Context: an optimization exercise on an open-source flow, tuned for small area, a short achievable clock period and few clock cycles per item. The choices shown serve that exercise and are no tape-out recipe.
At most, simulation tests tie the RTL to the original design; equivalence was not proved.
The RTL of runs 2 to 4 and 6 was laid out without a check of its function.

**flow/run.sh**
```bash
#!/bin/bash
# synth_recipe.tcl (not shown) runs the flow's synth.tcl, then flattens the netlist and writes it again
# the make line also repeats each setting of config.mk as NAME=value (left out here)
make -C /OpenROAD-flow-scripts/flow DESIGN_CONFIG=/design/flow/config.mk WORK_HOME=/design/flow/orfs CLKGATE_MAP_FILE= SYNTH_SCRIPT=/design/flow/synth_recipe.tcl finish
```
**flow/config.mk**
```make
export PLATFORM = sky130hd
export DESIGN_NAME = simon_engine
export DESIGN_NICKNAME = simon_engine
export VERILOG_FILES = /design/flow/design.v
export SDC_FILE = /design/flow/constraint.sdc
export NUM_CORES = 4
export LEC_CHECK = 0
export CAP_MARGIN = 20
export CORE_MARGIN = 2
export CORE_UTILIZATION = 40
export SLEW_MARGIN = 20
```
**flow/constraint.sdc**
```tcl
create_clock -name core_clock -period 4.0 [get_ports {clk}]
set_input_delay 0.8000 -clock core_clock [delete_from_list [all_inputs] [get_ports {clk}]]
set_output_delay 0.8000 -clock core_clock [all_outputs]
set_load 0.01 [all_outputs]
```
**flow/design.v**
```verilog
`timescale 1ns / 1ps
module round_function (
  input  reg [31:0] input_text,      
  input reg [15:0] round_key,        
  output wire [31:0] output_text     
);
  assign output_text = 	{(({input_text[30:16],input_text[31]} & 		 
                           {input_text[23:16],input_text[31:24]}) ^ 
                          input_text[15:0] ^ 
                          {input_text[29:16],input_text[31:30]} ^ 
                          round_key),
                         input_text[31:16]};
endmodule
`timescale 1ns / 1ps
module key_schedule (
  input  reg [3:0][15:0] previous_four_keys,     
  output wire [63:0] next_key,                   
  input  reg [4:0]   round_counter               
);
  wire [15:0] temp, temp2;
  localparam z = 62'b01100111000011010100100010111110110011100001101010010001011111;
  localparam c = 64'hfffffffffffffffc;
  assign temp = {previous_four_keys[3][2:0],previous_four_keys[3][15:3]} ^ previous_four_keys[1];
  assign temp2 = temp ^ {temp[0],temp[15:1]};
  assign next_key = {temp2 ^ previous_four_keys[0] ^ (z[round_counter] & 1) ^c, previous_four_keys[3],previous_four_keys[2],previous_four_keys[1]};
endmodule
`timescale 1ns / 1ps
module SIMON_iterative_cipher_core (
  input  logic           clk,          
  input  logic           rst,          
  input  logic           load,         
  input  logic [31:0]    plaintext,    
  input  logic [63:0]    key,          
  input  logic [4:0]     count,        
  output logic [31:0]    ciphertext    
);
  reg [31:0] current_state;
  reg [63:0] current_key;
  wire[31:0] next_state;
  wire[63:0] next_key;
  always @ (posedge clk) begin
      if (!rst) begin
          current_state <= '0;
          current_key <= '0;
      end else begin
          if (load) begin
              current_state <= plaintext;
              current_key <= key;  
          end else begin
              current_state <= next_state;
              current_key <= next_key;
          end
      end
  end
  key_schedule current_keys (
    .previous_four_keys(current_key),
    .next_key (next_key),
    .round_counter(count)
  );
  round_function current_round(
    .input_text(current_state),
    .round_key(current_key[15:0]),
    .output_text(next_state)
  );
  assign ciphertext = next_state;
endmodule
`timescale 1ns / 1ps
module SIMON_iterative_cipher_core_ctrl(
   input  logic           clk,                   
   input  logic           rst,                   
   input  logic           ctrl_in_begin,         
   input  logic [10:0]    ctrl_in_num_blocks,    
   output logic           done_intr,             
   input  logic [63:0]    ctrl_in_key,           
   output logic           pt_clka,      
   output logic           pt_rsta,      
   output logic [31:0]    pt_addra,     
   output logic [31:0]    pt_wr_data,   
   input  logic [31:0]    pt_rd_data,   
   output logic           pt_ena,       
   output logic [3:0]     pt_wea,       
   output logic           ct_clka,      
   output logic           ct_rsta,      
   output logic [31:0]    ct_addra,     
   output logic [31:0]    ct_wr_data,   
   input  logic [31:0]    ct_rd_data,   
   output logic           ct_ena,       
   output logic [3:0]     ct_wea,       
   output logic           core_load,
   output logic [31:0]    core_plaintext,
   output logic [63:0]    core_key,
   output logic [4:0]     core_count,
   input  logic [31:0]    core_ciphertext
);
localparam START = 3'b000;
localparam READ  = 3'b001;
localparam LOAD  = 3'b010;
localparam COUNT = 3'b011;
localparam WRITE = 3'b100;
localparam DONE  = 3'b101;
reg [2:0]  current_state;
reg [2:0]  next_state;
reg [4:0]  cnt;
reg [10:0] current_block;
reg [31:0] current_addr;
reg        enable_counter;
reg        incr_block_count;
assign core_count     = cnt;
assign core_key       = ctrl_in_key;        
assign core_plaintext = pt_rd_data;
assign pt_clka    = clk;         
assign pt_rsta    = ~rst;      
assign pt_wr_data = '0;          
assign pt_ena     = 1'b1;        
assign pt_wea     = '0;          
assign ct_clka    = clk;         
assign ct_rsta    = ~rst;      
assign ct_ena     = 1'b1;        
always @ (posedge clk) begin
   if (rst == 1'b0) begin
       current_state <= START;
   end else begin
       current_state <= next_state;
   end
end
always @ (*) begin
   next_state = current_state;
   case (current_state)
       START: begin
           if (ctrl_in_begin == 1'b1) begin
               next_state = READ;    
           end else begin 
               next_state = START;          
           end
       end
       READ: begin
           next_state = LOAD;        
       end
       LOAD: begin
           next_state = COUNT;              
       end
       COUNT: begin
           if (cnt == 5'b11110) begin
               next_state = WRITE;   
           end else begin
               next_state = COUNT;          
           end
       end
       WRITE: begin
           if (current_block != ctrl_in_num_blocks - 1) begin
               next_state = READ;    
           end else begin
               next_state = DONE;          
           end
       end
       DONE: begin
           next_state = START;              
       end
   endcase
end
always @ (*) begin
   enable_counter   = 1'b0;
   core_load        = 1'b0;
   incr_block_count = 1'b0;
   done_intr        = 1'b0;
   pt_addra       = current_addr;
   ct_addra       = current_addr;
   ct_wr_data     = '0;
   ct_wea         = '0;
   case (current_state)
       START: begin
       end
       READ: begin
           pt_addra = current_addr;
       end
       LOAD: begin
           core_load = 1'b1;
       end
       COUNT: begin
           enable_counter = 1'b1;
       end
       WRITE: begin
           ct_addra         = current_addr;
           ct_wr_data       = core_ciphertext;
           ct_wea           = '1;
           incr_block_count = 1'b1;
       end
       DONE: begin
           done_intr = 1'b1;
       end     
   endcase
end
always @ (posedge clk) begin
   if (rst == 1'b0) begin
       cnt <= 5'b00000;
   end else if (enable_counter == 1'b0) begin
       cnt <= 5'b00000;
   end else if (enable_counter == 1'b1) begin
       cnt <= cnt + 1;
   end
end
always @ (posedge clk) begin
   if ((rst == 1'b0) || (current_state == START)) begin
       current_block <= 11'b0;
       current_addr <= 'b0;
   end else if (incr_block_count) begin
       current_block <= current_block + 1;
       current_addr <= current_addr + 4;
   end
end
endmodule
`timescale 1ns / 1ps
module simon_engine (
  input  logic           clk,                  
  input  logic           rst,                  
  input  logic           ctrl_in_begin,        
  input  logic [10:0]    ctrl_in_num_blocks,   
  input  logic [63:0]    ctrl_in_key,          
  output logic           done_intr,            
  output logic [31:0]    pt_addra,
  input  logic [31:0]    pt_rd_data,
  output logic [31:0]    ct_addra,
  output logic [31:0]    ct_wr_data,
  output logic [3:0]     ct_wea
);
  logic        core_load;
  logic [31:0] core_plaintext;
  logic [63:0] core_key;
  logic [4:0]  core_count;
  logic [31:0] core_ciphertext;
  SIMON_iterative_cipher_core_ctrl u_ctrl (
    .clk                (clk),
    .rst                (rst),
    .ctrl_in_begin      (ctrl_in_begin),
    .ctrl_in_num_blocks (ctrl_in_num_blocks),
    .done_intr          (done_intr),
    .ctrl_in_key        (ctrl_in_key),
    .pt_clka            (),
    .pt_rsta            (),
    .pt_addra           (pt_addra),
    .pt_wr_data         (),
    .pt_rd_data         (pt_rd_data),
    .pt_ena             (),
    .pt_wea             (),
    .ct_clka            (),
    .ct_rsta            (),
    .ct_addra           (ct_addra),
    .ct_wr_data         (ct_wr_data),
    .ct_rd_data         (32'h0),
    .ct_ena             (),
    .ct_wea             (ct_wea),
    .core_load          (core_load),
    .core_plaintext     (core_plaintext),
    .core_key           (core_key),
    .core_count         (core_count),
    .core_ciphertext    (core_ciphertext)
  );
  SIMON_iterative_cipher_core u_core (
    .clk        (clk),
    .rst        (rst),
    .load       (core_load),
    .plaintext  (core_plaintext),
    .key        (core_key),
    .count      (core_count),
    .ciphertext (core_ciphertext)
  );
endmodule
```
==> metrics.md, run 1 <==
| Metric | Value |
|---|---|
| Ports | `211` |
| Crit path kind | `reg -> out` |
| Port Buffers | `between 200 and 250` |
| Vias in the first global route | `6045` |
| DP Area | `approximately 9000 µm²` |
| Global-route wire length before repair | `between 30 and 40 mm` |
| TritonCTS clock tree | `done` |
| Placed Cells | `roughly 1300` |
| Final ANT Viol Nets | `0` |
| Clock root buffer | `clkbuf_16` |
| Max cap viols | `0` |
| Core Rows | `49` |
| Prevailing post-synth register cell | `dfxtp_1` |
| CP Capture Type | `output pin` |
| HP Start | `u_core.current_key[40]` |
| Unrepaired setup endpoints after global routing | `no` |
| R2R Path Start | `u_ctrl.current_state[2]` |
| Cell breakdown of the critical path | `or3b_4 > inv_1 > buf_4 > and2_1 > clkdlybuf4s50_1` |
| Pre-CTS setup slack | `just under 0.5 ns` |
| CP bufs+invs | `3` |
| Setup crit start kind | `flop` |
| Pre-Repair DR Iteration Count | `5` |
| CTS resizes | `0` |
| Worst-path clk slew | `around 0.07 ns` |
| Core Region | `~18000 µm²` |
| CP Max Fanout | `23` |
| # diodes | `0` |
| Warnings, synthesis | `2` |
| Post-CTS setup buffer count | `0` |
| Die X | `139 µm` |
| Finished Core Util | `a little under three fifths` |
| Crit-path slowest cell | `or3b_4` |
| Setup tns final | `0 ns` |
| Clock buffer count from CTS | `17` |
| Fin nets | `around 1200` |
| Hold Crit Class | `reg -> reg` |
| DRT iter0 DRCs | `260` |
| Remaining Overflow, GRT | `0` |
| Initial Util | `between 40% and 50%` |
| Worst Clk Skew | `roughly 0.0087 ns` |
| Top cell family by delay on the critical path | `buffers and inverters` |
| Worst-Skew Late Latency | `approximately 0.42 ns` |
| Maximum clock frequency | `approximately 280 MHz` |
| Die area | `about 19000 µm²` |
| CTS Buffer Depth | `2` |
| Final Cell Area | `~9900 µm²` |
| Final period utilization | `between 80% and 90%` |
| Final WS setup | `between 0.4 and 0.5 ns` |
| Routed vias/inst | `just under 5` |
| Total number of vias | `between 6000 and 7000` |
| Final GP Congestion | `around 0.83` |
| Fraction of layout cells with a size suffix above 1 | `under 10%` |
| Async set-reset flop share out of synthesis | `0%` |
| Setup crit start | `u_ctrl.current_state[2]` |
| Sequential element share of the synthesized area | `around two fifths` |
| Synth Cell Area | `7280 µm²` |
| WL/cell | `~16 µm` |
| H-tree depth | `4` |
| Critical Path AT | `roughly 2.7 ns` |
| CTS Hold Bufs | `0` |
| Post-detail-place hpwl | `15.0 mm` |
| Die Y | `between 100 and 150 µm` |
| Hold Vio Cnt, Final | `0` |
| Fin. max-slew vios | `0` |
| Area Overhead vs Synth | `35.4%` |
| Routed WL | `20.3 mm` |
| Initial antenna violation count | `0` |
| Critical Path RT | `around 3.2 ns` |
| Total clock sinks | `between 100 and 150` |
| Gate Count Post-Synth | `approximately 900` |
| Worst path max stage delay | `0.57 ns` |
| Slew HR | `42.7%` |
| Flops & latches, synth | `~150` |
| Post-synth EDFFs | `0` |
| Yosys cell types | `between 40 and 50` |
| GRT Util Overall | `20.8%` |
| Syn_area_per_cell | `8.06 µm²` |
| WHS | `around 0.44 ns` |
| Min cycle time layout | `3.54 ns` |
| Largest net degree at the start of global routing | `slightly below 100` |
| Cell Count, Final, Fillers Out | `approximately 1300` |
| Final Setup Violations | `0` |
| # DRC | `0` |
| Outcome | `no timing/DRC/antenna violations` |
| Slew @ Worst Pin | `0.852 ns` |
## area by class of cell
type	count	area, µm²
fill	1754	8040
timing repair buffer	212	2120
inverter	18	67.6
multi-input combinational	655	3870
sequential	145	2900
clock buffer	18	439
tap	229	287
clock inverter	14	180
## metal layers
layer	track usage (%)	part of all wire, %	vias up
li1	-	-	3236
met1	27.7	46	2876
met2	33.5	46	214
met3	4.52	5.8	26
met4	7.39	2.1	0
met5	0	0	-
## synthesized netlist by cell type, drive strengths merged (2+ instances only)
library cell / n / area (µm²)
a211oi: 31 / 233
a21oi: 76 / 380
a221o: 2 / 20.0
and2: 18 / 113
and3: 4 / 25.0
and4: 3 / 26.3
buf: 43 / 309
clkbuf: 46 / 173
dfxtp: 145 / 2900
ha: 6 / 75.1
inv: 18 / 67.6
mux2i: 2 / 20.0
nand2: 171 / 642
nand3: 13 / 65.1
nand4: 11 / 68.8
nor2: 95 / 357
nor3: 13 / 65.1
nor4: 8 / 50.1
o21ai: 14 / 70.1
o31ai: 2 / 15.0
o32ai: 2 / 17.5
or2: 2 / 12.5
or3: 9 / 56.3
or3b: 3 / 28.8
or4: 8 / 63.8
xnor2: 110 / 963
xor2: 33 / 289
xor3: 2 / 47.6
## worst min-delay path, stage by stage, from the launching register on
cell and delay (ns):
dfxtp_1 0.30, nand2_1 0.05, a21oi_1 0.05
## cells in the final DEF, fill, tap and decap left out, types with 3 or more instances in the layout
cell,instances
conb_1,4
nand4_1,11
buf_4,5
and3_1,4
a211oi_1,31
and2_1,17
or4_1,7
and4_1,3
or3_1,9
o21ai_0,14
clkinv_4,6
xnor2_1,110
nand3_1,13
nor4_1,8
ha_1,6
clkdlybuf4s50_1,206
inv_1,17
bufinv_16,3
nor2_1,95
a21oi_1,76
nand2_1,170
clkbuf_16,17
xor2_1,33
nor3_1,13
dfxtp_1,145
## state kept, by name, summed over array words and instances (netlist names)
signal	flops
u_ctrl.current_addr	30
u_core.current_state	32
u_core.current_key	64
u_ctrl.current_block	11
u_ctrl.cnt	5
u_ctrl.current_state	3
## worst paths after layout
path                              to  slack (ns)  cells past startpoint
min reg2reg   u_core.current_key[24]        0.44                      2
min           u_core.current_key[24]        0.44                      2
max reg2reg  u_ctrl.current_addr[29]        1.24                      5
max                   ct_wr_data[13]        0.46                      5
## kinds of logic (layout without fill, tap and decap cells)
logic type      count (synthesis)  in the layout  share of synthesized area [%]
xor+xnor                      145            145                           17.8
compound gates                134            134                           10.9
other cells                     1              4                         0.0515
buf+inv                       107            262                           7.54
flops                         145            145                           39.8
simple gates                  362            362                           22.1
mux                             4              4                          0.739
fa+ha+maj                       6              6                           1.03
Testbench counts, summed over its fixed seeds: cycles 133,434, blocks 3,917.
==> run 2: changes to the inputs <==
==> flow/design.v (replaced) <==
`timescale 1ns / 1ps
module simon_engine (
  input  logic           clk,                  
  input  logic           rst,                  
  input  logic           ctrl_in_begin,        
  input  logic [10:0]    ctrl_in_num_blocks,   
  input  logic [63:0]    ctrl_in_key,          
  output logic           done_intr,            
  output logic [31:0]    pt_addra,
  input  logic [31:0]    pt_rd_data,
  output logic [31:0]    ct_addra,
  output logic [31:0]    ct_wr_data,
  output logic [3:0]     ct_wea
);
  localparam int NL  = 4;          
  localparam int R   = 4;         
  localparam int NR  = 32 / R;           
  localparam int CW  = (NL > NR) ? $clog2(NL) : $clog2(NR);
  localparam logic [61:0] Z = 62'b01100111000011010100100010111110110011100001101010010001011111;
  localparam logic [1:0] IDLE = 2'd0, SHIFT = 2'd1, ROUND = 2'd2, DRAIN = 2'd3;
  logic [1:0]    st;
  logic [CW-1:0] cnt;
  logic [10:0]   rd;       
  logic [10:0]   wr;       
  logic [10:0]   left;     
  logic          hp;       
  logic          wea_r, done_r;
  logic [1:0]    st_n;
  logic [CW-1:0] cnt_n;
  logic [10:0]   rd_n, wr_n, left_n;
  logic          hp_n, wea_n, done_n;
  wire more = (left > NL);    
  always_comb begin
    st_n   = st;
    cnt_n  = cnt + 1'b1;
    rd_n   = rd;
    wr_n   = wea_r ? wr + 1'b1 : wr;
    left_n = wea_r ? left - 1'b1 : left;
    hp_n   = hp;
    wea_n  = 1'b0;
    done_n = 1'b0;
    case (st)
      IDLE: begin
        cnt_n = '0;
        rd_n  = '0;
        if (ctrl_in_begin) begin
          st_n   = SHIFT;
          rd_n   = 11'd1;
          wr_n   = '0;
          left_n = ctrl_in_num_blocks;
          hp_n   = 1'b0;
        end
      end
      SHIFT: begin
        if (cnt == CW'(NL - 1)) begin
          st_n  = ROUND;
          cnt_n = '0;
        end else begin
          rd_n  = rd + 1'b1;
          wea_n = hp;
        end
      end
      ROUND: begin
        if (cnt == CW'(NR - 1)) begin
          cnt_n = '0;
          wea_n = 1'b1;
          if (more) begin
            st_n = SHIFT;
            rd_n = rd + 1'b1;
            hp_n = 1'b1;
          end else begin
            st_n   = DRAIN;
            done_n = (left == 11'd1);
          end
        end
      end
      DRAIN: begin
        rd_n   = '0;
        wea_n  = (left != 11'd1);
        done_n = (left == 11'd2);
        if (left == 11'd1) st_n = IDLE;
      end
    endcase
  end
  always_ff @(posedge clk) begin
    if (!rst) begin
      st     <= IDLE;
      cnt    <= '0;
      rd     <= '0;
      wea_r  <= 1'b0;
      done_r <= 1'b0;
    end else begin
      st     <= st_n;
      cnt    <= cnt_n;
      rd     <= rd_n;
      wea_r  <= wea_n;
      done_r <= done_n;
    end
    wr   <= wr_n;
    left <= left_n;
    hp   <= hp_n;
  end
  wire shift = (st == SHIFT) || (st == DRAIN);
  logic [15:0] key [0:3];
  logic [15:0] kx  [0:3+R];
  function automatic logic [15:0] ror(input logic [15:0] v, input int s);
    ror = (v >> s) | (v << (16 - s));
  endfunction
  always_comb begin
    for (int j = 0; j < 4; j++) kx[j] = key[j];
    for (int j = 0; j < R; j++) begin
      logic [15:0] t;
      t = ror(kx[j+3], 3) ^ kx[j+1];
      kx[j+4] = kx[j] ^ t ^ ror(t, 1) ^ 16'hfffc ^ {15'd0, Z[R*cnt + j]};
    end
  end
  always_ff @(posedge clk) begin
    for (int j = 0; j < 4; j++)
      key[j] <= shift ? ctrl_in_key[16*j +: 16] : kx[j+R];
  end
  logic [32*NL-1:0] lanes;
  function automatic logic [31:0] rounds(input logic [31:0] b, input logic [16*R-1:0] k);
    logic [15:0] x, y, t;
    x = b[31:16];
    y = b[15:0];
    for (int j = 0; j < R; j++) begin
      t = x;
      x = y ^ ({x[14:0], x[15]} & {x[7:0], x[15:8]}) ^ {x[13:0], x[15:14]} ^ k[16*j +: 16];
      y = t;
    end
    rounds = {x, y};
  endfunction
  logic [16*R-1:0] rk;
  always_comb for (int j = 0; j < R; j++) rk[16*j +: 16] = key[j];
  for (genvar b = 0; b < NL; b++) begin : g_lane
    wire [31:0] prev = (b == 0) ? pt_rd_data : lanes[32*b-1 -: 32];
    always_ff @(posedge clk)
      lanes[32*b +: 32] <= shift ? prev : rounds(lanes[32*b +: 32], rk);
  end
  assign pt_addra   = {19'd0, rd, 2'b00};
  assign ct_addra   = {19'd0, wr, 2'b00};
  assign ct_wr_data = lanes[32*(NL-1) +: 32];
  assign ct_wea     = {4{wea_r}};
  assign done_intr  = done_r;
endmodule
==> run 2 against run 1 <==
Maximum frequency shrank 3.1%. Sequential share of layout area shrank 11 points. Register-to-register slack lost 0.89 ns. Design area rose to 2.5 times the previous value. Die area rose to 2.9 times the previous value. Synthesized cell count rose by 150%. Area after synthesis rose to 3.0 times the previous value. Critical path type is now reg -> reg.
==> metrics.md, run 2 <==
| Metric | Value |
|---|---|
| Outcome | `no timing/DRC/antenna violations (unchanged)` |
| Die area | `56500 µm² (was 19300 µm²)` |
| Fillcell total | `5059 (was 1754)` |
| Setup tns final | `0 ns (unchanged)` |
| Commonest cells post-synth | `xnor2_1 (408), nand2_1 (314), xor2_1 (250) (was nand2_1 (171), dfxtp_1 (145), xnor2_1 (110))` |
| Post-detail-place hpwl | `67.3 mm (was 15.0 mm)` |
| Warnings, synthesis | `3 (was 2)` |
| Routed vias/inst | `5.49 (was 4.92)` |
| Top-count cell post-synth | `xnor2_1 (was nand2_1)` |
| Global-route wire length before repair | `122 mm (was 31.9 mm)` |
| Top cell family by delay on the critical path | `XOR/XNOR gates (was buffers and inverters)` |
| Post-synth EDFFs | `1 (was 0)` |
| Finished Core Util | `46.5% (was 55.1%)` |
| Port Buffers | `168 (was 206)` |
| Post-synthesis compound-gate area fraction | `5.64% (was 10.9%)` |
| Die X | `238 µm (was 139 µm)` |
| CP Capture Type | `flop (was output pin)` |
| Final period utilization | `91.3% (was 88.4%)` |
| Maximum clock frequency | `274 MHz (was 283 MHz)` |
| Synth Area in Simple Gates | `12.4% (was 22.1%)` |
| Final Cell Area | `25100 µm² (was 9860 µm²)` |
| Top cell by count, worst path | `xnor2_1` |
| Setup crit start kind | `flop (unchanged)` |
| Slew HR | `26.9% (was 42.7%)` |
| Area Overhead vs Synth | `14.8% (was 35.4%)` |
| Worst-Skew Late Latency | `0.60 ns (was 0.42 ns)` |
| CP bufs+invs | `0 (was 3)` |
| Clock buffer count from CTS | `29 (was 17)` |
| Gate Count Post-Synth | `2227 (was 904)` |
| Fraction of layout cells with a size suffix above 1 | `8.49% (was 4.80%)` |
| Worst path max stage delay | `0.96 ns (was 0.57 ns)` |
| Crit path kind | `reg -> reg (was reg -> out)` |
| Final GP Congestion | `1.00 (was 0.825)` |
| Setup slack, reg-to-reg | `0.35 ns (was 1.24 ns)` |
| Commonest non-fill, non-tap cell in the layout | `xnor2_1 (was clkdlybuf4s50_1)` |
| Crit-path slowest cell | `dfxtp_1 (was or3b_4)` |
| Slew @ Worst Pin | `1.09 ns (was 0.852 ns)` |
| Final ANT Viol Nets | `0 (unchanged)` |
| Cell breakdown of the critical path | `xor3_1 > xnor2_1 > xnor3_1 > xnor2_1 > xnor2_1 > xor2_1 > xnor2_1 > o21ai_1 (was or3b_4 > inv_1 > buf_4 > and2_1 > clkdlybuf4s50_1)` |
| Most frequent cells in the layout | `xnor2_1 (402), nand2_1 (314), xor2_1 (250) (was clkdlybuf4s50_1 (206), nand2_1 (170), dfxtp_1 (145))` |
| Multiplexer area fraction after synthesis | `2.76% (was 0.739%)` |
| CP Max Fanout | `8 (was 23)` |
| # DRC | `0 (unchanged)` |
| WHS | `0.469 ns (was 0.445 ns)` |
| Critical Path AT | `4.13 ns (was 2.74 ns)` |
| Top Registers | `lanes: 128 flops, key: 64 flops (was u_core.current_key: 64 flops, u_core.current_state: 32 flops, u_ctrl.current_addr: 30 flops)` |
| Core Rows | `85 (was 49)` |
| Largest Register | `lanes (was u_core.current_key)` |
| Total clock sinks | `233 (was 145)` |
| Yosys top cell by area | `xnor3_1 (was dfxtp_1)` |
| Core Region | `53900 µm² (was 17900 µm²)` |
| Remaining Overflow, GRT | `0 (unchanged)` |
| Worst Clk Skew | `0.0124 ns (was 0.00871 ns)` |
| CTS Hold Bufs | `0 (unchanged)` |
| Unrepaired setup endpoints after global routing | `no (unchanged)` |
| Worst-path clk slew | `0.06 ns (was 0.07 ns)` |
| Total number of vias | `16900 (was 6352)` |
| Async set-reset flop share out of synthesis | `0% (unchanged)` |
| CTS resizes | `0 (unchanged)` |
| Placed Cells | `3023 (was 1259)` |
| DRT iter0 DRCs | `1764 (was 260)` |
| Hold Vio Cnt, Final | `0 (unchanged)` |
| Clock root buffer | `clkbuf_16 (unchanged)` |
| Hold Crit Class | `reg -> reg (unchanged)` |
| Critical Path RT | `4.48 ns (was 3.20 ns)` |
| Largest net degree at the start of global routing | `68 (was 98)` |
| Largest family of logic cells by synthesized area | `XOR/XNOR gates (was simple AND/OR/NAND/NOR gates)` |
| Initial Util | `40.5% (was 40.7%)` |
| Ports | `211 (unchanged)` |
| Flops & latches, synth | `233 (was 145)` |
| Synth Cell Area | `21900 µm² (was 7280 µm²)` |
| Yosys cell types | `53 (was 47)` |
| Synth top area share | `22.0% (was 39.8%)` |
| Pre-CTS setup slack | `0.414 ns (was 0.491 ns)` |
| Fin nets | `2485 (was 1165)` |
| Routed WL | `86.1 mm (was 20.3 mm)` |
| Syn_area_per_cell | `9.82 µm² (was 8.06 µm²)` |
| Initial antenna violation count | `0 (unchanged)` |
| Synth top area cells | `xnor3_1 (22%), dfxtp_1 (21%), xnor2_1 (16%) (was dfxtp_1 (40%), xnor2_1 (13%), nand2_1 (8.8%))` |
| Max reg flops | `128 (was 64)` |
| Fin. max-slew vios | `0 (unchanged)` |
| DP Area | `24200 µm² (was 9240 µm²)` |
| Max cap viols | `0 (unchanged)` |
| Min cycle time layout | `3.65 ns (was 3.54 ns)` |
| GRT Util Overall | `30.2% (was 20.8%)` |
| Synthesized-area fraction occupied by adder cells | `0.973% (was 1.03%)` |
| Prevailing post-synth register cell | `dfxtp_1 (unchanged)` |
| Cell Count, Final, Fillers Out | `3077 (was 1291)` |
| Post-synthesis xor/xnor area fraction | `51.8% (was 17.8%)` |
| TritonCTS clock tree | `done (unchanged)` |
| Final Setup Violations | `0 (unchanged)` |
| Post-CTS setup buffer count | `0 (unchanged)` |
| CTS Buffer Depth | `3 (was 2)` |
| Die Y | `238 µm (was 139 µm)` |
| WL/cell | `28.0 µm (was 15.7 µm)` |
| Pre-Repair DR Iteration Count | `5 (unchanged)` |
| Final WS setup | `0.350 ns (was 0.463 ns)` |
| H-tree depth | `1 (was 4)` |
| Sequential element share of the synthesized area | `21.4% (was 39.8%)` |
| Vias in the first global route | `17100 (was 6045)` |
## run 2: path summary, 6_finish.rpt
path,from,to,cells past startpoint
worst max-delay path,key[1][15],key[3][4],8
worst min-delay path,cnt[0],cnt[0],1
worst max register to register,key[1][15],key[3][4],8
worst min register to register,cnt[0],cnt[0],1
## run 2: worst register-to-register path, stage by stage, from the launching register on
cell	delay, ns
dfxtp_1	0.96
xor3_1	0.52
xnor2_1	0.39
xnor3_1	0.55
xnor2_1	0.41
xnor2_1	0.21
xor2_1	0.27
xnor2_1	0.15
o21ai_1	0.07
## run 2: cell families (layout without fill, tap and decap cells)
group | count (synthesis) | after routing
AND/OR/NAND/NOR | 581 | 581
AO/OA/AOI/OAI | 234 | 234
buffers and inverters | 198 | 310
XOR/XNOR | 909 | 909
other | 1 | 43
flip-flops | 233 | 233
multiplexers | 54 | 54
adder cells (fa/ha/maj) | 17 | 17
## run 2: cell type report
type,count,area [µm²],share of cell area [%]
multi-input cells,1837,16300,65.1
diodes,1,2.50,0.00997
clock inverters,12,80.1,0.319
well taps,696,871,3.47
clock buffers,41,821,3.27
flip-flops and latches,233,4670,18.6
inverters,18,67.6,0.269
repair buffers,239,2250,8.97
## run 2: per-layer routing
layer / global-route usage (%) / vias to the layer above / share of wire [%]
li1: - / 7574 / -
met4: 14.6 / 2 / 5.6
met2: 48.3 / 882 / 45
met1: 38.8 / 8247 / 40
met5: 1.56 / - / 0.15
met3: 5.99 / 197 / 9.0
==> run 3: changes to the inputs <==
--- a/flow/design.v
+++ b/flow/design.v
@@ -13,6 +13,6 @@
   output logic [3:0]     ct_wea
 );
-  localparam int NL  = 4;          
-  localparam int R   = 4;         
+  localparam int NL  = 8;          
+  localparam int R   = 2;         
   localparam int NR  = 32 / R;           
   localparam int CW  = (NL > NR) ? $clog2(NL) : $clog2(NR);
==> run 3 against run 2 <==
Sequential cell count increased by 129. Die area increased by 1.2%. First-iteration DRC count fell by 40%. Wire length decreased by 22%. Clock skew grew 0.0061 ns. Maximum frequency up 36%. Hold slack better by 0.030 ns.
==> metrics.md, run 3 <==
| Metric | Value |
|---|---|
| Core Region | `54900 µm² (was 53900 µm²)` |
| Post-synthesis compound-gate area fraction | `4.88% (was 5.64%)` |
| Prevailing post-synth register cell | `dfxtp_1 (unchanged)` |
| Fraction of layout cells with a size suffix above 1 | `10.9% (was 8.49%)` |
| Async set-reset flop share out of synthesis | `0% (unchanged)` |
| Core Rows | `86 (was 85)` |
| Die X | `239 µm (was 238 µm)` |
| Final Setup Violations | `0 (unchanged)` |
| Max reg flops | `256 (was 128)` |
| Top-count cell post-synth | `nand2_1 (was xnor2_1)` |
| Warnings, synthesis | `3 (unchanged)` |
| CTS Hold Bufs | `0 (unchanged)` |
| Hold Vio Cnt, Final | `0 (unchanged)` |
| Worst Clk Skew | `0.0184 ns (was 0.0124 ns)` |
| Largest Register | `lanes (unchanged)` |
| Most frequent cells in the layout | `nand2_1 (436), dfxtp_1 (361), xnor2_1 (328) (was xnor2_1 (402), nand2_1 (314), xor2_1 (250))` |
| CTS Buffer Depth | `3 (unchanged)` |
| Ports | `211 (unchanged)` |
| Routed WL | `66.9 mm (was 86.1 mm)` |
| Clock buffer count from CTS | `42 (was 29)` |
| Gate Count Post-Synth | `2197 (was 2227)` |
| Commonest non-fill, non-tap cell in the layout | `nand2_1 (was xnor2_1)` |
| Total clock sinks | `362 (was 233)` |
| Worst-path clk slew | `0.06 ns (about the same)` |
| Total number of vias | `15400 (was 16900)` |
| TritonCTS clock tree | `done (unchanged)` |
| Top Registers | `lanes: 256 flops, key: 64 flops (was lanes: 128 flops, key: 64 flops)` |
| # DRC | `0 (unchanged)` |
| Synth top area cells | `dfxtp_1 (33%), xnor3_1 (14%), xnor2_1 (13%) (was xnor3_1 (22%), dfxtp_1 (21%), xnor2_1 (16%))` |
| Top cell family by delay on the critical path | `flip-flops (was XOR/XNOR gates)` |
| Pre-Repair DR Iteration Count | `4 (was 5)` |
| Slew @ Worst Pin | `1.16 ns (was 1.09 ns)` |
| Vias in the first global route | `15700 (was 17100)` |
| Routed vias/inst | `5.02 (was 5.49)` |
| Slew HR | `22.9% (was 26.9%)` |
| WL/cell | `21.8 µm (was 28.0 µm)` |
| Multiplexer area fraction after synthesis | `8.53% (was 2.76%)` |
| Fillcell total | `5214 (was 5059)` |
| Crit path kind | `reg -> out (was reg -> reg)` |
| Yosys top cell by area | `dfxtp_1 (was xnor3_1)` |
| Post-synth EDFFs | `1 (unchanged)` |
| Unrepaired setup endpoints after global routing | `no (unchanged)` |
| Fin nets | `2455 (was 2485)` |
| CP bufs+invs | `1 (was 0)` |
| Yosys cell types | `52 (was 53)` |
| Final period utilization | `67.0% (was 91.3%)` |
| Outcome | `no timing/DRC/antenna violations (unchanged)` |
| GRT Util Overall | `23.4% (was 30.2%)` |
| Post-detail-place hpwl | `48.7 mm (was 67.3 mm)` |
| Post-synthesis xor/xnor area fraction | `39.3% (was 51.8%)` |
| Crit-path slowest cell | `dfxtp_1 (unchanged)` |
| H-tree depth | `2 (was 1)` |
| Flops & latches, synth | `362 (was 233)` |
| Min cycle time layout | `2.68 ns (was 3.65 ns)` |
| Critical Path RT | `3.20 ns (was 4.48 ns)` |
| Commonest cells post-synth | `nand2_1 (436), dfxtp_1 (361), xnor2_1 (328) (was xnor2_1 (408), nand2_1 (314), xor2_1 (250))` |
| Final ANT Viol Nets | `0 (unchanged)` |
| Synth Cell Area | `22100 µm² (was 21900 µm²)` |
| Initial Util | `40.3% (was 40.5%)` |
| WHS | `0.499 ns (was 0.469 ns)` |
| Fin. max-slew vios | `0 (unchanged)` |
| Die Y | `239 µm (was 238 µm)` |
| Largest net degree at the start of global routing | `147 (was 68)` |
| Global-route wire length before repair | `99.6 mm (was 122 mm)` |
| CP Max Fanout | `14 (was 8)` |
| Post-CTS setup buffer count | `0 (unchanged)` |
| Worst path max stage delay | `0.67 ns (was 0.96 ns)` |
| Synthesized-area fraction occupied by adder cells | `0.961% (was 0.973%)` |
| Maximum clock frequency | `373 MHz (was 274 MHz)` |
| DRT iter0 DRCs | `1065 (was 1764)` |
| Port Buffers | `168 (unchanged)` |
| CP Capture Type | `output pin (was flop)` |
| Setup crit start kind | `flop (unchanged)` |
| Cell breakdown of the critical path | `clkdlybuf4s50_1 (was xor3_1 > xnor2_1 > xnor3_1 > xnor2_1 > xnor2_1 > xor2_1 > xnor2_1 > o21ai_1)` |
| Remaining Overflow, GRT | `0 (unchanged)` |
| Largest family of logic cells by synthesized area | `XOR/XNOR gates (unchanged)` |
| Synth Area in Simple Gates | `9.64% (was 12.4%)` |
| Clock root buffer | `clkbuf_16 (unchanged)` |
| Area Overhead vs Synth | `15.6% (was 14.8%)` |
| Final GP Congestion | `0.884 (was 1.00)` |
| CTS resizes | `0 (unchanged)` |
| Syn_area_per_cell | `10.1 µm² (was 9.82 µm²)` |
| Synth top area share | `32.7% (was 22.0%)` |
| Die area | `57200 µm² (was 56500 µm²)` |
| Max cap viols | `0 (unchanged)` |
| Worst-Skew Late Latency | `0.58 ns (was 0.60 ns)` |
| Setup tns final | `0 ns (unchanged)` |
| Hold Crit Class | `reg -> reg (unchanged)` |
| Sequential element share of the synthesized area | `32.8% (was 21.4%)` |
| Critical Path AT | `1.88 ns (was 4.13 ns)` |
| Initial antenna violation count | `5 (was 0)` |
## run 3: cell type report
| class | count | area [µm²] | share of cell area (%) |
|---|---|---|---|
| Tap cell | 704 | 881 | 3.44 |
| Timing Repair Buffer | 189 | 1890 | 7.39 |
| Clock buffer | 64 | 1220 | 4.78 |
| Clock inverter | 11 | 98.8 | 0.386 |
| Multi-Input combinational cell | 1722 | 14200 | 55.4 |
| Sequential cell | 362 | 7260 | 28.4 |
| Antenna cell | 4 | 10.0 | 0.0391 |
| Inverter | 11 | 41.3 | 0.161 |
## run 3: per-stage QoR
step	instances	worst slack [ns]	instance area, µm²	util [%]
final	3067	1.32	25600	46.6
after detailed placement	2988	1.45	24200	44.2
after CTS	3063	1.29	25600	46.6
after global routing	3067	1.23	25600	46.6
after floorplan	2238	1.90	22300	-
after global placement	2988	1.52	24200	44.2
## run 3: logic make-up (layout without fill, tap and decap cells)
group | Yosys count | after routing
AO/OA/AOI/OAI | 209 | 209
AND/OR/NAND/NOR | 526 | 526
multiplexers | 168 | 168
buffers and inverters | 154 | 275
adder cells (fa/ha/maj) | 17 | 17
flip-flops | 362 | 362
XOR/XNOR | 760 | 760
other | 1 | 46
## run 3: worst paths after layout
path         startpoint         end  slack, ns  cells past startpoint
min reg2reg  lanes[206]  lanes[238]       0.50                      1
max               wea_r   ct_wea[3]       1.32                      1
max reg2reg       st[1]       rd[4]       1.50                      7
min          lanes[206]  lanes[238]       0.50                      1
## run 3: worst reg2reg max path: cells and delay by family (launching register included)
kind            cells  cell delay (ns)
fa+ha+maj           1             0.27
compound gates      2             0.50
simple gates        3             1.14
buf+inv             1             0.10
flops               1             0.41
## run 3: layer usage
layer  up-vias  track usage (%)  part of all wire [%]
met2       491             37.7                    46
met5         -                0                     0
met4         0             9.00                   3.4
met3       107             3.09                   5.9
li1       7375                -                     -
met1      7417             32.0                    45
==> run 4: changes to the inputs <==
--- a/flow/config.mk
+++ b/flow/config.mk
@@ -6,6 +6,8 @@
 export NUM_CORES = 4
 export LEC_CHECK = 0
+export ABC_CLOCK_PERIOD_IN_PS = 1800
 export CAP_MARGIN = 20
 export CORE_MARGIN = 2
 export CORE_UTILIZATION = 40
+export SETUP_SLACK_MARGIN = 2.2
 export SLEW_MARGIN = 20
==> run 4 against run 3 <==
Sequential share of layout area down 1.6 points. Non-clock buffer count up 125. Area after synthesis unchanged. Cell count up 4.2%. Sequential cell count unchanged. First-iteration DRC count up 21%. Clock skew up 0.0069 ns. Critical path type unchanged.
==> metrics.md, run 4 <==
| Metric | Value |
|---|---|
| Top Registers | `lanes: 256 flops, key: 64 flops (unchanged)` |
| GRT Util Overall | `24.7% (was 23.4%)` |
| Total number of vias | `16500 (was 15400)` |
| Total clock sinks | `362 (unchanged)` |
| Worst-path clk slew | `0.06 ns (about the same)` |
| Synth top area share | `32.7% (unchanged)` |
| Fin nets | `2581 (was 2455)` |
| # DRC | `0 (unchanged)` |
| Synth top area cells | `dfxtp_1 (33%), xnor3_1 (14%), xnor2_1 (13%) (unchanged)` |
| Fillcell total | `4936 (was 5214)` |
| Outcome | `no timing/DRC/antenna violations (unchanged)` |
| Core Region | `54900 µm² (unchanged)` |
| Max reg flops | `256 (unchanged)` |
| CTS Hold Bufs | `0 (unchanged)` |
| CTS Buffer Depth | `3 (unchanged)` |
| Largest Register | `lanes (unchanged)` |
| Initial antenna violation count | `4 (was 5)` |
| Flops & latches, synth | `362 (unchanged)` |
| Yosys cell types | `52 (unchanged)` |
| Unrepaired setup endpoints after global routing | `yes (was no)` |
| Vias in the first global route | `16500 (was 15700)` |
| Min cycle time layout | `1.95 ns (was 2.68 ns)` |
| Area Overhead vs Synth | `26.7% (was 15.6%)` |
| Port Buffers | `168 (unchanged)` |
| Final Setup Violations | `0 (unchanged)` |
| Initial Util | `40.3% (unchanged)` |
| Routed WL | `75.2 mm (was 66.9 mm)` |
| Die X | `239 µm (unchanged)` |
| CP Max Fanout | `4 (was 14)` |
| Maximum clock frequency | `512 MHz (was 373 MHz)` |
| Die Y | `239 µm (unchanged)` |
| Yosys top cell by area | `dfxtp_1 (unchanged)` |
| Post-detail-place hpwl | `48.8 mm (was 48.7 mm)` |
| Core Rows | `86 (unchanged)` |
| Critical Path RT | `3.20 ns (about the same)` |
| Crit path kind | `reg -> out (unchanged)` |
| Slew HR | `56.2% (was 22.9%)` |
| Finished Core Util | `51.1% (was 46.6%)` |
| Critical Path AT | `1.15 ns (was 1.88 ns)` |
| Final period utilization | `48.8% (was 67.0%)` |
| Final GP Congestion | `0.849 (was 0.884)` |
| Final WS setup | `2.05 ns (was 1.32 ns)` |
| Global-route wire length before repair | `105 mm (was 99.6 mm)` |
| Gate Count Post-Synth | `2197 (unchanged)` |
| Setup crit start kind | `flop (unchanged)` |
| Fin. max-slew vios | `0 (unchanged)` |
| Setup tns final | `0 ns (unchanged)` |
| Post-synth EDFFs | `1 (unchanged)` |
| Slew @ Worst Pin | `0.653 ns (was 1.16 ns)` |
| TritonCTS clock tree | `done (unchanged)` |
| Sequential element share of the synthesized area | `32.8% (unchanged)` |
| Async set-reset flop share out of synthesis | `0% (unchanged)` |
| Ports | `211 (unchanged)` |
| CP Capture Type | `output pin (unchanged)` |
| Pre-CTS setup slack | `1.51 ns (was 1.45 ns)` |
| Worst-Skew Late Latency | `0.59 ns (was 0.58 ns)` |
| Final ANT Viol Nets | `0 (unchanged)` |
| Hold Vio Cnt, Final | `0 (unchanged)` |
| WL/cell | `23.5 µm (was 21.8 µm)` |
| H-tree depth | `2 (unchanged)` |
| Most frequent cells in the layout | `nand2_1 (432), xnor2_1 (316), xor2_1 (278) (was nand2_1 (436), dfxtp_1 (361), xnor2_1 (328))` |
| Top-count cell post-synth | `nand2_1 (unchanged)` |
| DRT iter0 DRCs | `1284 (was 1065)` |
| Prevailing post-synth register cell | `dfxtp_1 (unchanged)` |
| Commonest cells post-synth | `nand2_1 (436), dfxtp_1 (361), xnor2_1 (328) (unchanged)` |
| Placed Cells | `2987 (was 2988)` |
| Hold Crit Class | `reg -> reg (unchanged)` |
| Worst Clk Skew | `0.0253 ns (was 0.0184 ns)` |
| Max cap viols | `0 (unchanged)` |
| Clock buffer count from CTS | `42 (unchanged)` |
| Warnings, synthesis | `3 (unchanged)` |
| Synth Cell Area | `22100 µm² (unchanged)` |
| Pre-Repair DR Iteration Count | `5 (was 4)` |
| Remaining Overflow, GRT | `0 (unchanged)` |
| Syn_area_per_cell | `10.1 µm² (unchanged)` |
| Commonest non-fill, non-tap cell in the layout | `nand2_1 (unchanged)` |
| Die area | `57200 µm² (unchanged)` |
| Cell Count, Final, Fillers Out | `3195 (was 3067)` |
| Largest net degree at the start of global routing | `56 (was 147)` |
| Routed vias/inst | `5.17 (was 5.02)` |
| Clock root buffer | `clkbuf_16 (unchanged)` |
| Fraction of layout cells with a size suffix above 1 | `24.6% (was 10.9%)` |
## run 4: cell counts after synthesis
No cell type changed its count.
## run 4: final timing paths
kind	from	end	slack [ns]	depth (start not counted)
worst max-delay path	wea_r	ct_wea[1]	2.05	2
worst min-delay path	cnt[0]	cnt[0]	0.49	1
worst max register to register	left[7]	rd[10]	2.08	6
worst min register to register	cnt[0]	cnt[0]	0.49	1
## run 4: what timing repair did
item | in CTS | in global routing
buffers inserted | 72 | 23
pin swaps | 32 | 29
gates resized for setup | 492 | 86
cloned | 5 | 27
endpoints found under the setup margin | 401 | 268
## run 4: routing by layer
metal	vias up	global-route usage (%)	share of wire, %
met5	-	0	0
met4	0	10.9	4.4
met1	8111	32.6	42
met2	610	40.6	47
met3	163	3.13	5.7
li1	7648	-	-
## run 4: layout make-up
| cell class | count | area, µm² | area share [%] |
|---|---|---|---|
| tap | 704 | 881 | 3.14 |
| multi-input combinational | 1723 | 14600 | 52.1 |
| sequential | 362 | 7510 | 26.8 |
| timing repair buffer | 314 | 3550 | 12.7 |
| clock buffer | 63 | 1230 | 4.39 |
| clock inverter | 14 | 201 | 0.719 |
| antenna | 4 | 10.0 | 0.0357 |
| inverter | 11 | 43.8 | 0.156 |
## run 4: per-stage QoR
step	hold slack [ns]	instance area, µm²
floorplan	0.459	22500
global placement	0.475	24300
detailed placement	0.486	24300
CTS	0.481	27000
global route	0.502	28000
finish	0.489	28000
## run 4: cells by family after synthesis
family	synth area share, %
xor+xnor	39.3
simple gates	9.64
flops	32.8
compound gates	4.88
mux	8.53
buf+inv	3.84
fa+ha+maj	0.961
other cells	0.0169
## run 4: critical path: stages (launching register included)
cell and delay [ns]:
dfxtp_4 0.36, buf_8 0.11, buf_6 0.11
==> run 5: changes to the inputs <==
--- a/flow/design.v
+++ b/flow/design.v
@@ -16,5 +16,5 @@
   localparam int R   = 2;         
   localparam int NR  = 32 / R;           
-  localparam int CW  = (NL > NR) ? $clog2(NL) : $clog2(NR);
+  localparam int CW  = 4;                 
   localparam logic [61:0] Z = 62'b01100111000011010100100010111110110011100001101010010001011111;
   localparam logic [1:0] IDLE = 2'd0, SHIFT = 2'd1, ROUND = 2'd2, DRAIN = 2'd3;
==> run 5 against run 4 <==
Hold slack unchanged. Global-route usage unchanged. Setup slack unchanged. Largest cell class unchanged. Non-clock buffer count unchanged. Critical path depth unchanged. Sequential share of layout area unchanged. Still clean.
==> metrics.md, run 5 <==
| Metric | Value |
|---|---|
| Crit path kind | `reg -> out (unchanged)` |
| Setup tns final | `0 ns (unchanged)` |
| WHS | `0.489 ns (unchanged)` |
| Initial antenna violation count | `4 (unchanged)` |
| Final Setup Violations | `0 (unchanged)` |
| # DRC | `0 (unchanged)` |
| Post-synthesis compound-gate area fraction | `4.88% (unchanged)` |
| Yosys cell types | `52 (unchanged)` |
| Finished Core Util | `51.1% (unchanged)` |
| Final Cell Area | `28000 µm² (unchanged)` |
| Placed Cells | `2987 (unchanged)` |
| Total clock sinks | `362 (unchanged)` |
| Worst-Skew Late Latency | `0.59 ns (about the same)` |
| Setup crit start kind | `flop (unchanged)` |
| Slew @ Worst Pin | `0.653 ns (unchanged)` |
| Worst Clk Skew | `0.0253 ns (unchanged)` |
| Fin nets | `2581 (unchanged)` |
| R2R Path Start | `left[7] (unchanged)` |
| Top-count cell post-synth | `nand2_1 (unchanged)` |
| CP Capture Type | `output pin (unchanged)` |
| Synth top area share | `32.7% (unchanged)` |
| Fin. max-slew vios | `0 (unchanged)` |
| Post-detail-place hpwl | `48.8 mm (unchanged)` |
| Outcome | `no timing/DRC/antenna violations (unchanged)` |
| Yosys top cell by area | `dfxtp_1 (unchanged)` |
| Initial Util | `40.3% (unchanged)` |
| Clock buffer count from CTS | `42 (unchanged)` |
| Max cap viols | `0 (unchanged)` |
| Hold Vio Cnt, Final | `0 (unchanged)` |
| Most frequent cells in the layout | `nand2_1 (432), xnor2_1 (316), xor2_1 (278) (unchanged)` |
| Port Buffers | `168 (unchanged)` |
| Final period utilization | `48.8% (unchanged)` |
| Max reg flops | `256 (unchanged)` |
| Critical Path AT | `1.15 ns (about the same)` |
| Die X | `239 µm (unchanged)` |
| CP Max Fanout | `4 (unchanged)` |
| Slew HR | `56.2% (unchanged)` |
| Global-route wire length before repair | `105 mm (unchanged)` |
| Core Region | `54900 µm² (unchanged)` |
| Flops & latches, synth | `362 (unchanged)` |
| Async set-reset flop share out of synthesis | `0% (unchanged)` |
| Prevailing post-synth register cell | `dfxtp_1 (unchanged)` |
| DRT iter0 DRCs | `1284 (unchanged)` |
| Critical Path RT | `3.20 ns (about the same)` |
| Largest family of logic cells by synthesized area | `XOR/XNOR gates (unchanged)` |
| TritonCTS clock tree | `done (unchanged)` |
| DP Area | `24300 µm² (unchanged)` |
| Final GP Congestion | `0.849 (unchanged)` |
| WL/cell | `23.5 µm (unchanged)` |
| Die area | `57200 µm² (unchanged)` |
| Core Rows | `86 (unchanged)` |
| Cell Count, Final, Fillers Out | `3195 (unchanged)` |
| Synth Area in Simple Gates | `9.64% (unchanged)` |
| HP Start | `cnt[0] (unchanged)` |
| CTS Buffer Depth | `3 (unchanged)` |
| H-tree depth | `2 (unchanged)` |
| Clock root buffer | `clkbuf_16 (unchanged)` |
| Area Overhead vs Synth | `26.7% (unchanged)` |
| Multiplexer area fraction after synthesis | `8.53% (unchanged)` |
| Synth Cell Area | `22100 µm² (unchanged)` |
| Largest Register | `lanes (unchanged)` |
| Post-synthesis xor/xnor area fraction | `39.3% (unchanged)` |
| Setup crit start | `wea_r (unchanged)` |
| Maximum clock frequency | `512 MHz (unchanged)` |
| Hold Crit Class | `reg -> reg (unchanged)` |
| Synthesized-area fraction occupied by adder cells | `0.961% (unchanged)` |
| Worst-path clk slew | `0.06 ns (about the same)` |
| Final ANT Viol Nets | `0 (unchanged)` |
| Ports | `211 (unchanged)` |
| Warnings, synthesis | `3 (unchanged)` |
| Top Registers | `lanes: 256 flops, key: 64 flops (unchanged)` |
| Sequential element share of the synthesized area | `32.8% (unchanged)` |
| Largest net degree at the start of global routing | `56 (unchanged)` |
| Die Y | `239 µm (unchanged)` |
| Post-synth EDFFs | `1 (unchanged)` |
| Total number of vias | `16500 (unchanged)` |
| Routed WL | `75.2 mm (unchanged)` |
| Commonest cells post-synth | `nand2_1 (436), dfxtp_1 (361), xnor2_1 (328) (unchanged)` |
| Gate Count Post-Synth | `2197 (unchanged)` |
| Fraction of layout cells with a size suffix above 1 | `24.6% (unchanged)` |
| GRT Util Overall | `24.7% (unchanged)` |
| Unrepaired setup endpoints after global routing | `yes (unchanged)` |
| Commonest non-fill, non-tap cell in the layout | `nand2_1 (unchanged)` |
| Pre-Repair DR Iteration Count | `5 (unchanged)` |
| Synth top area cells | `dfxtp_1 (33%), xnor3_1 (14%), xnor2_1 (13%) (unchanged)` |
| Vias in the first global route | `16500 (unchanged)` |
| Remaining Overflow, GRT | `0 (unchanged)` |
| Routed vias/inst | `5.17 (unchanged)` |
| Syn_area_per_cell | `10.1 µm² (unchanged)` |
| Min cycle time layout | `1.95 ns (unchanged)` |
-- run 5: cell counts in the layout (fill, tap and decap cells not counted) --
No cell type changed its count.
-- run 5: cells by family (layout without fill, tap and decap cells) --
kind of cell,Yosys count,after routing
flip-flops,362,362
multiplexers,168,168
buffers and inverters,154,402
AO/OA/AOI/OAI,209,209
AND/OR/NAND/NOR,526,527
other,1,46
XOR/XNOR,760,760
adder cells (fa/ha/maj),17,17
-- run 5: worst paths after layout --
check / slack, ns / depth (start not counted) / end
worst max register to register: 2.08 / 6 / rd[10]
worst min register to register: 0.49 / 1 / cnt[0]
worst min-delay path: 0.49 / 1 / cnt[0]
worst max-delay path: 2.05 / 2 / ct_wea[1]
-- run 5: metal layers --
metal  up-vias  wire length (µm)  share of wire, %  track usage [%]
li1       7648                 -                 -                -
met1      8111             31900                42             32.6
met2       610             35700                47             40.6
met3       163              4310               5.7             3.13
met4         0              3300               4.4             10.9
met5         -                 0                 0                0
-- run 5: layout make-up --
type | instances | area, µm²
antenna | 4 | 10.0
clock buffer | 63 | 1230
clock inverter | 14 | 201
fill | 4936 | 26900
inverter | 11 | 43.8
multi-input combinational | 1723 | 14600
sequential | 362 | 7510
tap | 704 | 881
timing repair buffer | 314 | 3550
-- run 5: critical path: stages, from the launching register on --
cell and delay [ns]:
dfxtp_4 0.36, buf_8 0.11, buf_6 0.11
-- run 5: repair_timing --
| item | 4_1_cts | 5_1_grt |
|---|---|---|
| setup endpoints to repair | 401 | 268 |
| hold buffers | 0 | 0 |
| pin swaps | 32 | 29 |
| resized for setup | 492 | 86 |
| cloned | 5 | 27 |
| buffers inserted | 72 | 23 |
-- run 5: through the flow --
stage	worst slack, ns
after detailed placement	1.51
after global routing	2.02
final	2.05
after floorplan	2.19
after CTS	2.01
after global placement	1.54
Testbench counts of run 5, summed over its fixed seeds: cycles 13,789, blocks 3,917.
==> run 6: changes to the inputs <==
==> flow/design.v (replaced) <==
`timescale 1ns / 1ps
module simon_engine (
  input  logic           clk,                  
  input  logic           rst,                  
  input  logic           ctrl_in_begin,        
  input  logic [10:0]    ctrl_in_num_blocks,   
  input  logic [63:0]    ctrl_in_key,          
  output logic           done_intr,            
  output logic [31:0]    pt_addra,
  input  logic [31:0]    pt_rd_data,
  output logic [31:0]    ct_addra,
  output logic [31:0]    ct_wr_data,
  output logic [3:0]     ct_wea
);
  localparam int R  = 2;         
  localparam int NS = 32 / R;           
  localparam int CW = $clog2(NS);
  localparam logic [61:0] Z = 62'b01100111000011010100100010111110110011100001101010010001011111;
  logic          run;      
  logic [CW-1:0] cnt;      
  logic [10:0]   rd;       
  logic [10:0]   wr;       
  logic [10:0]   left;     
  logic          wea_r, done_r;
  logic          run_n;
  logic [CW-1:0] cnt_n;
  logic [10:0]   rd_n, wr_n, left_n;
  logic          wea_n, done_n;
  always_comb begin
    run_n  = run;
    cnt_n  = cnt;
    rd_n   = rd + 1'b1;
    wr_n   = wr + 1'b1;
    left_n = left - 1'b1;
    wea_n  = 1'b0;
    done_n = 1'b0;
    if (!run) begin
      cnt_n  = '0;
      rd_n   = '0;
      wr_n   = '0;
      left_n = ctrl_in_num_blocks;
      if (ctrl_in_begin) begin
        run_n = 1'b1;
        rd_n  = 11'd1;
      end
    end else if (wea_r) begin
      wea_n  = (left != 11'd1);
      done_n = (left == 11'd2);
      if (left == 11'd1) begin
        run_n = 1'b0;
        rd_n  = '0;
      end
    end else begin
      wr_n   = wr;
      left_n = left;
      if (cnt == CW'(NS - 1)) begin
        wea_n  = 1'b1;
        done_n = (left == 11'd1);
      end else begin
        cnt_n = cnt + 1'b1;
      end
    end
  end
  always_ff @(posedge clk) begin
    if (!rst) begin
      run    <= 1'b0;
      rd     <= '0;
      wea_r  <= 1'b0;
      done_r <= 1'b0;
    end else begin
      run    <= run_n;
      rd     <= rd_n;
      wea_r  <= wea_n;
      done_r <= done_n;
    end
    cnt  <= cnt_n;
    wr   <= wr_n;
    left <= left_n;
  end
  function automatic logic [15:0] ror(input logic [15:0] v, input int s);
    ror = (v >> s) | (v << (16 - s));
  endfunction
  function automatic logic [63:0] kstep(input logic [63:0] k, input int i);
    logic [15:0] kx [0:3+R];
    logic [15:0] t;
    for (int j = 0; j < 4; j++) kx[j] = k[16*j +: 16];
    for (int j = 0; j < R; j++) begin
      t = ror(kx[j+3], 3) ^ kx[j+1];
      kx[j+4] = kx[j] ^ t ^ ror(t, 1) ^ 16'hfffc ^ {15'd0, Z[i + j]};
    end
    for (int j = 0; j < 4; j++) kstep[16*j +: 16] = kx[j+R];
  endfunction
  logic [63:0] ks;
  logic [63:0] ks_next;
  always_comb begin
    ks_next = '0;
    for (int c = 0; c < NS; c++)
      if (cnt == CW'(c)) ks_next = kstep(ks, R * c);
  end
  always_ff @(posedge clk)
    ks <= run ? ks_next : ctrl_in_key;
  logic [16*R-1:0] rk [0:NS-1];
  assign rk[0] = ctrl_in_key[16*R-1:0];
  for (genvar s = 1; s < NS; s++) begin : g_rk
    always_ff @(posedge clk)
      if (run && !wea_r && cnt == CW'(s - 1)) rk[s] <= ks_next[16*R-1:0];
  end
  function automatic logic [31:0] rounds(input logic [31:0] b, input logic [16*R-1:0] k);
    logic [15:0] x, y, t;
    x = b[31:16];
    y = b[15:0];
    for (int j = 0; j < R; j++) begin
      t = x;
      x = y ^ ({x[14:0], x[15]} & {x[7:0], x[15:8]}) ^ {x[13:0], x[15:14]} ^ k[16*j +: 16];
      y = t;
    end
    rounds = {x, y};
  endfunction
  logic [31:0] d [0:NS];
  assign d[0] = pt_rd_data;
  for (genvar s = 0; s < NS; s++) begin : g_stage
    always_ff @(posedge clk)
      d[s+1] <= rounds(d[s], rk[s]);
  end
  assign pt_addra   = {19'd0, rd, 2'b00};
  assign ct_addra   = {19'd0, wr, 2'b00};
  assign ct_wr_data = d[NS];
  assign ct_wea     = {4{wea_r}};
  assign done_intr  = done_r;
endmodule
--- a/flow/config.mk
+++ b/flow/config.mk
@@ -6,8 +6,6 @@
 export NUM_CORES = 4
 export LEC_CHECK = 0
-export ABC_CLOCK_PERIOD_IN_PS = 1800
 export CAP_MARGIN = 20
 export CORE_MARGIN = 2
 export CORE_UTILIZATION = 40
-export SETUP_SLACK_MARGIN = 2.2
 export SLEW_MARGIN = 20
==> run 6 against run 5 <==
Still clean on timing, DRC and antenna. Die area up 100%. Hold slack better by 0.019 ns. Clock skew up 0.0038 ns. First-iteration DRC count up 60%. Via count up 55%. Wire length up 68%. Global-route usage down 3.3 points. Sequential cell count up 734. Design area up 90%. Critical endpoint is now ks[16]. Largest cell class is now registers.
==> metrics.md, run 6 <==
| Metric | Value |
|---|---|
| Synth Cell Area | `45800 µm² (was 22100 µm²)` |
| Synth Area in Simple Gates | `5.96% (was 9.64%)` |
| Fin nets | `4038 (was 2581)` |
| Ports | `211 (unchanged)` |
| Critical Path AT | `3.57 ns (was 1.15 ns)` |
| WL/cell | `22.8 µm (was 23.5 µm)` |
| Routed vias/inst | `4.62 (was 5.17)` |
| Global-route wire length before repair | `181 mm (was 105 mm)` |
| Post-synthesis compound-gate area fraction | `0.899% (was 4.88%)` |
| Worst path max stage delay | `0.52 ns (was 0.36 ns)` |
| Slew HR | `21.9% (was 56.2%)` |
| Async set-reset flop share out of synthesis | `0% (unchanged)` |
| Maximum clock frequency | `335 MHz (was 512 MHz)` |
| Synth top area cells | `edfxtp_1 (32%), xnor2_1 (31%), dfxtp_1 (26%) (was dfxtp_1 (33%), xnor3_1 (14%), xnor2_1 (13%))` |
| Area Overhead vs Synth | `16.3% (was 26.7%)` |
| Gate Count Post-Synth | `3621 (was 2197)` |
| Remaining Overflow, GRT | `0 (unchanged)` |
| Final period utilization | `74.6% (was 48.8%)` |
| GRT Util Overall | `21.4% (was 24.7%)` |
| Worst Clk Skew | `0.0291 ns (was 0.0253 ns)` |
| CTS resizes | `0 (was 492)` |
| Reg area | `26900 µm² (was 7510 µm²)` |
| Sequential element share of the synthesized area | `58.6% (was 32.8%)` |
| CTS Hold Bufs | `0 (unchanged)` |
| Finished Core Util | `46.7% (was 51.1%)` |
| Initial Util | `40.2% (was 40.3%)` |
| Top-count cell post-synth | `xnor2_1 (was nand2_1)` |
| Synthesized-area fraction occupied by adder cells | `0.246% (was 0.961%)` |
| Cell breakdown of the critical path | `inv_1 > ha_1 > nor3_1 > nand2_1 > buf_4 > and2_1 > mux2_2 (was buf_8 > buf_6)` |
| Commonest cells post-synth | `xnor2_1 (1616), dfxtp_1 (605), nand2_1 (536) (was nand2_1 (436), dfxtp_1 (361), xnor2_1 (328))` |
| Prevailing post-synth register cell | `dfxtp_1 (unchanged)` |
| Die area | `117000 µm² (was 57200 µm²)` |
| Clock root buffer | `clkbuf_16 (unchanged)` |
| Multi-input logic area | `18700 µm² (was 14600 µm²)` |
| Largest Register | `d (was lanes)` |
| Routed WL | `126 mm (was 75.2 mm)` |
| Setup crit start kind | `flop (unchanged)` |
| Fraction of layout cells with a size suffix above 1 | `6.84% (was 24.6%)` |
| Final ANT Viol Nets | `0 (unchanged)` |
| Post-synth EDFFs | `491 (was 1)` |
| DP Area | `49500 µm² (was 24300 µm²)` |
| Port Buffers | `168 (unchanged)` |
| Final GP Congestion | `0.867 (was 0.849)` |
| Top cell family by delay on the critical path | `simple AND/OR/NAND/NOR gates (was flip-flops)` |
| Die X | `342 µm (was 239 µm)` |
| CP Capture Type | `flop (was output pin)` |
| Slew @ Worst Pin | `1.17 ns (was 0.653 ns)` |
| Die Y | `342 µm (was 239 µm)` |
| Syn_area_per_cell | `12.7 µm² (was 10.1 µm²)` |
| Hold Vio Cnt, Final | `0 (unchanged)` |
| CTS Buffer Depth | `3 (unchanged)` |
| Crit path kind | `reg -> reg (was reg -> out)` |
| Worst-Skew Late Latency | `0.71 ns (was 0.59 ns)` |
| Largest net degree at the start of global routing | `46 (was 56)` |
| Critical Path RT | `4.58 ns (was 3.20 ns)` |
| Total clock sinks | `1096 (was 362)` |
| Worst-path clk slew | `0.06 ns (about the same)` |
| Final Setup Violations | `0 (unchanged)` |
| Pre-Repair DR Iteration Count | `5 (unchanged)` |
| Synth top area share | `32.2% (was 32.7%)` |
| Max reg flops | `512 (was 256)` |
| H-tree depth | `3 (was 2)` |
| Fillcell total | `10200 (was 4936)` |
| Final Cell Area | `53300 µm² (was 28000 µm²)` |
| Unrepaired setup endpoints after global routing | `no (was yes)` |
| Multiplexer area fraction after synthesis | `1.02% (was 8.53%)` |
| Post-synthesis xor/xnor area fraction | `32.2% (was 39.3%)` |
| Most frequent cells in the layout | `xnor2_1 (1616), dfxtp_1 (604), nand2_1 (536) (was nand2_1 (432), xnor2_1 (316), xor2_1 (278))` |
| Post-detail-place hpwl | `89.6 mm (was 48.8 mm)` |
| Vias in the first global route | `25600 (was 16500)` |
| Flops & latches, synth | `1096 (was 362)` |
| Commonest non-fill, non-tap cell in the layout | `xnor2_1 (was nand2_1)` |
| CP Max Fanout | `20 (was 4)` |
| Core Region | `114000 µm² (was 54900 µm²)` |
| Initial antenna violation count | `9 (was 4)` |
| Post-CTS setup buffer count | `0 (was 72)` |
| Max cap viols | `0 (unchanged)` |
| # DRC | `0 (unchanged)` |
| Crit-path slowest cell | `and2_1 (was dfxtp_4)` |
| Outcome | `no timing/DRC/antenna violations (unchanged)` |
| Top Registers | `d: 512 flops, rk: 480 flops, ks: 64 flops (was lanes: 256 flops, key: 64 flops)` |
| Largest family of logic cells by synthesized area | `XOR/XNOR gates (unchanged)` |
| Hold Crit Class | `reg -> reg (unchanged)` |
| CP bufs+invs | `2 (unchanged)` |
| Warnings, synthesis | `19 (was 3)` |
| Yosys top cell by area | `edfxtp_1 (was dfxtp_1)` |
| Min cycle time layout | `2.99 ns (was 1.95 ns)` |
| Core Rows | `124 (was 86)` |
| Clock buffer count from CTS | `112 (was 42)` |
| WHS | `0.508 ns (was 0.489 ns)` |
| DRT iter0 DRCs | `2060 (was 1284)` |
| Yosys cell types | `45 (was 52)` |
| TritonCTS clock tree | `done (unchanged)` |
| Total number of vias | `25600 (was 16500)` |
| Fin. max-slew vios | `0 (unchanged)` |
run 6: changes by cell type after synthesis, sizes merged, moves of 129 or more:
cell and change:
dfxtp +244, edfxtp +490, mux2 -129, o21ai -168
xnor2 +1289, xnor3 -131, xor2 -256
run 6: cell type report:
type,instances,share of cell area (%)
clock inverters,46,1.01
diodes,3,0.0141
repair buffers,214,3.80
multi-input cells,2482,35.0
well taps,1512,3.55
inverters,13,0.0916
flip-flops and latches,1096,50.4
clock buffers,168,6.10
run 6: stage by stage:
step / cells / setup TNS (ns) / setup WS [ns]
after floorplan: 3662 / -54.53 / -0.568
after global placement: 5317 / 0 / 1.09
after detailed placement: 5317 / 0 / 1.07
after CTS: 5531 / 0 / 1.02
after global routing: 5531 / 0 / 0.845
final: 5534 / 0 / 1.01
run 6: cell families after synthesis:
logic type,after synthesis
AOI/OAI and AO/OA,60
other,1
xor gates and xnor gates,1660
muxes,42
and+or+nand+nor,669
DFF,1096
adders and majority gates,9
buffers and inverters,84
run 6: worst min-delay path: cells and delay by family (launching register included):
family | cells | cell delay (ns)
flops | 1 | 0.33
compound gates | 2 | 0.14
run 6: metal layers:
metal | share of wire (%) | up-vias | GRT usage, %
met5 | 0.010 | - | 0
met4 | 1.9 | 2 | 4.77
met3 | 6.0 | 152 | 3.49
met2 | 46 | 695 | 34.3
met1 | 46 | 12500 | 30.3
li1 | - | 12200 | -
run 6: final timing paths:
kind	start	to	slack, ns	depth (start not counted)
setup / recovery	cnt[0]	ks[16]	1.01	7
hold / removal	wr[5]	wr[5]	0.51	2
setup reg to reg	cnt[0]	ks[16]	1.01	7
hold reg to reg	wr[5]	wr[5]	0.51	2

==> port drivers added, routing unchanged <==
The results above use ideal ports. As a check the final layouts listed here were re-extracted and re-timed, cells and wires unchanged. Step 1 assumes that a clkbuf_16 drives the clock port and a buf_2 every other input. Step 2, shift: input delay + t, output delay - t, t = (earliest + latest rising clock arrival at the registers) / 2. This alone moves slack from input paths to output paths. a / b / c = ideal ports / drivers / drivers and shift; a / b = the first two.
run	t, ns	setup slack, ns	hold slack, ns	slew at the worst register clock pin (ns)
run 1	0.461	0.463 / 0.418 / 0.449	0.445 / 0.445 / 0.445	0.07 / 0.07
run 2	0.650	0.350 / 0.350 / 0.350	0.469 / 0.469 / 0.469	0.07 / 0.07
run 3	0.626	1.320 / 1.260 / 1.503	0.499 / 0.499 / 0.499	0.06 / 0.06
run 4	0.643	2.048 / 1.984 / 1.746	0.489 / 0.489 / 0.489	0.06 / 0.06
run 5	0.643	2.048 / 1.984 / 1.746	0.489 / 0.489 / 0.489	0.06 / 0.06
run 6	0.766	1.014 / 1.014 / 1.014	0.508 / 0.508 / 0.508	0.07 / 0.07
After both steps setup and hold are still met in every run listed.
